Context: an optimization exercise on an open-source flow, tuned for small area and a short achievable clock period. The choices shown serve that exercise and are no tape-out recipe.
Where RTL was checked, it was by simulation tests only, not by an equivalence proof against the original.

## run 1
==> flow/design.v <==
module Top(
	input clk,
	input reset,
	input signed [31:0] n,
	output reg signed [31:0] c
);
	reg [6:0] x;
	wire s = n[31];
	wire [4:0] rem [4:29];
	wire [24:0] q;
	assign rem[4] = {1'b0, n[30:27]} + {1'b0, s, 2'b00, s};    
	genvar i;
	generate
		for (i = 4; i < 29; i = i + 1) begin : div
			wire [4:0] r = rem[i];
			wire b = n[30-i];
			wire o = r[1] | r[0] | b;
			wire ge = r[4] | (r[3] & r[2] & o);    
			assign q[28-i] = ge;
			assign rem[i+1] = {r[3] ^ (ge & r[2] & o), r[2] ^ (ge & o),
			                   r[1] ^ (ge & ~r[0] & ~b), r[0] ^ (ge & ~b), b ^ ge};
		end
	endgenerate
	wire [6:0] rr = {rem[29], n[1:0]};    
	wire [7:0] sm = {1'b0, x} + {1'b0, rr};
	wire ge100 = (sm >= 8'd100);
	wire le100 = (sm <= 8'd100);
	wire [6:0] xn = ge100 ? sm[6:0] - 7'd100 : sm[6:0];
	wire xz = (x == 7'd0);
	wire rz = (rr == 7'd0);
	wire k0 = s ? (~xz & le100) : (ge100 | (xz & rz));
	wire k1 = s & xz & rz;
	always @(posedge clk) begin
		if (reset) begin
			x <= 7'd50;
			c <= 32'sd0;
		end else begin
			x <= xn;
			c <= c + (q[24:0] ^ {25{s}}) + {k1, k0};
		end
	end
endmodule
clock: 76.0 ns
lec_check: 0
abc_area: 1
cap_margin: 20
core_margin: 2
core_utilization: 40
cts_buf_list: sky130_fd_sc_hd__clkbuf_8
slew_margin: 20
standard.sh (not shown) runs the stock make flow with config.mk's settings and CLKGATE_MAP_FILE= SYNTH_SCRIPT=/design/flow/synth_recipe.tcl, a recipe that flattens the netlist after the stock synthesis.
==> flow/flow/run.sh <==
#!/bin/bash
# Standard ORFS layout, except that synthesis maps the logic with an
# area-oriented ABC script and without Yosys's full-adder extraction, and
# the port buffers are the smallest buffer cell.
set -euo pipefail
W=$(pwd)
rm -rf "$W/scripts_area"
cp -r "$FLOW_HOME/scripts" "$W/scripts_area"
cp "$W/flow/abc_area.script" "$W/scripts_area/abc_area.script"
SCRIPTS_DIR="$W/scripts_area" ADDER_MAP_FILE= bash standard.sh synth > "$W/synth.log" 2>&1
export BUFFER_PORTS_ARGS="-buffer_cell sky130_fd_sc_hd__buf_1"
bash standard.sh > "$W/layout.log" 2>&1
==> flow/flow/abc_area.script <==
strash
dc2
dch -f
amap -x
topo
stime -c
Input changes introduced in run 2 (baseline for comparison: run 1):
--- a/flow/design.v
+++ b/flow/design.v
@@ -29,14 +29,52 @@
 	wire xz = (x == 7'd0);
 	wire rz = (rr == 7'd0);
 	wire k0 = s ? (~xz & le100) : (ge100 | (xz & rz));
 	wire k1 = s & xz & rz;
+	wire [24:0] b = q[24:0] ^ {25{s}};
+	wire [25:0] ic;
+	wire [24:0] bk;
+	assign ic[0] = 1'b0;
+	assign ic[1] = k1;
+	assign bk[0] = b[0];
+	generate
+		for (i = 1; i < 25; i = i + 1) begin : inc
+			assign bk[i] = b[i] ^ ic[i];
+			assign ic[i+1] = b[i] & ic[i];
+		end
+	endgenerate
+	wire [31:0] bv = {6'd0, ic[25], bk};
+	wire [31:0] pp = c ^ bv;
+	wire [31:0] gg = c & bv;
+	wire [32:0] lc, lp, cy;
+	wire bcin [6:31];
+	wire [31:0] sum;
+	assign cy[0] = k0;
+	generate
+		for (i = 0; i < 32; i = i + 1) begin : add
+			localparam START = (i == 6) || (i == 13) || (i == 20) || (i == 26);
+			if (i < 6) begin : rip
+				assign cy[i+1] = gg[i] | (pp[i] & cy[i]);
+			end else begin : blk
+				wire lci = START ? 1'b0 : lc[i];
+				wire lpi = START ? 1'b1 : lp[i];
+				wire cin = START ? cy[i] : bcin[i-1];
+				assign bcin[i] = cin;
+				assign lc[i+1] = gg[i] | (pp[i] & lci);
+				assign lp[i+1] = pp[i] & lpi;
+				assign cy[i+1] = lc[i+1] | (lp[i+1] & cin);
+			end
+			assign sum[i] = pp[i] ^ cy[i];
+		end
+	endgenerate
+	assign lc[6:0] = 7'd0;
+	assign lp[6:0] = 7'd0;
 	always @(posedge clk) begin
 		if (reset) begin
 			x <= 7'd50;
 			c <= 32'sd0;
 		end else begin
 			x <= xn;
-			c <= c + (q[24:0] ^ {25{s}}) + {k1, k0};
+			c <= sum;
 		end
 	end
 endmodule
Results
When run 2 is measured against run 1, its final design area excluding fillers turns out 300 um^2 lower. Run 2 vs run 1: global-route wire length before repair down by a little under 10%. Total half-perimeter wirelength after legalization and detailed placement ended up 7.7% lower on run 2 than on run 1. Wire: run 2 routes less than run 1. Compared run 2 vs run 1, and worst hold margin is up in run 2. After synthesis and placement, the instance count of run 2 is below that of run 1. In the tables for run 1 and run 2, share of final layout cell area taken by clock buffers and inverters reads lower with run 1. Changes observed in run 2 relative to run 1: floorplan die area dropped about 8%, clock buffer instance count of the final layout flat. Area growth from synthesis to final layout: run 2 higher than run 1.
No functional check of the RTL was part of run 2.

## what the ideal ports hide
The results above use ideal ports. As a check the final layouts listed here were re-extracted and re-timed, cells and wires unchanged. Step 1 (the two cells are an assumption about what drives the block):
set clk [get_ports {clk}]
set_driving_cell -lib_cell sky130_fd_sc_hd__clkbuf_16 $clk
set_driving_cell -lib_cell sky130_fd_sc_hd__buf_2 [delete_from_list [all_inputs] $clk]
Step 2 moves the port delays by t, midway between the first and last clock arrival at a register: inputs arrive t later, outputs are due t later. That takes back most of the time a late clock gives input paths. Slacks: no drivers / after step 1 / after step 2; pairs: no drivers / after step 1.
| run | shift t [ns] | setup slack, ns | hold WS [ns] | worst setup path after step 2 | cell pins on the clock port's net |
|---|---|---|---|---|---|
| run 1 | 0.307 | 29.270 / 29.276 / 28.969 | 0.456 / 0.456 / 0.456 | input to register | 1 |
| run 2 | 0.315 | 26.635 / 26.644 / 26.330 | 0.464 / 0.464 / 0.464 | input to register | 1 |
After both steps every run listed still meets setup and hold. For run 2, which loses most, drivers alone change the setup slack by +0.009 ns; drivers and shift together by -0.305 ns.
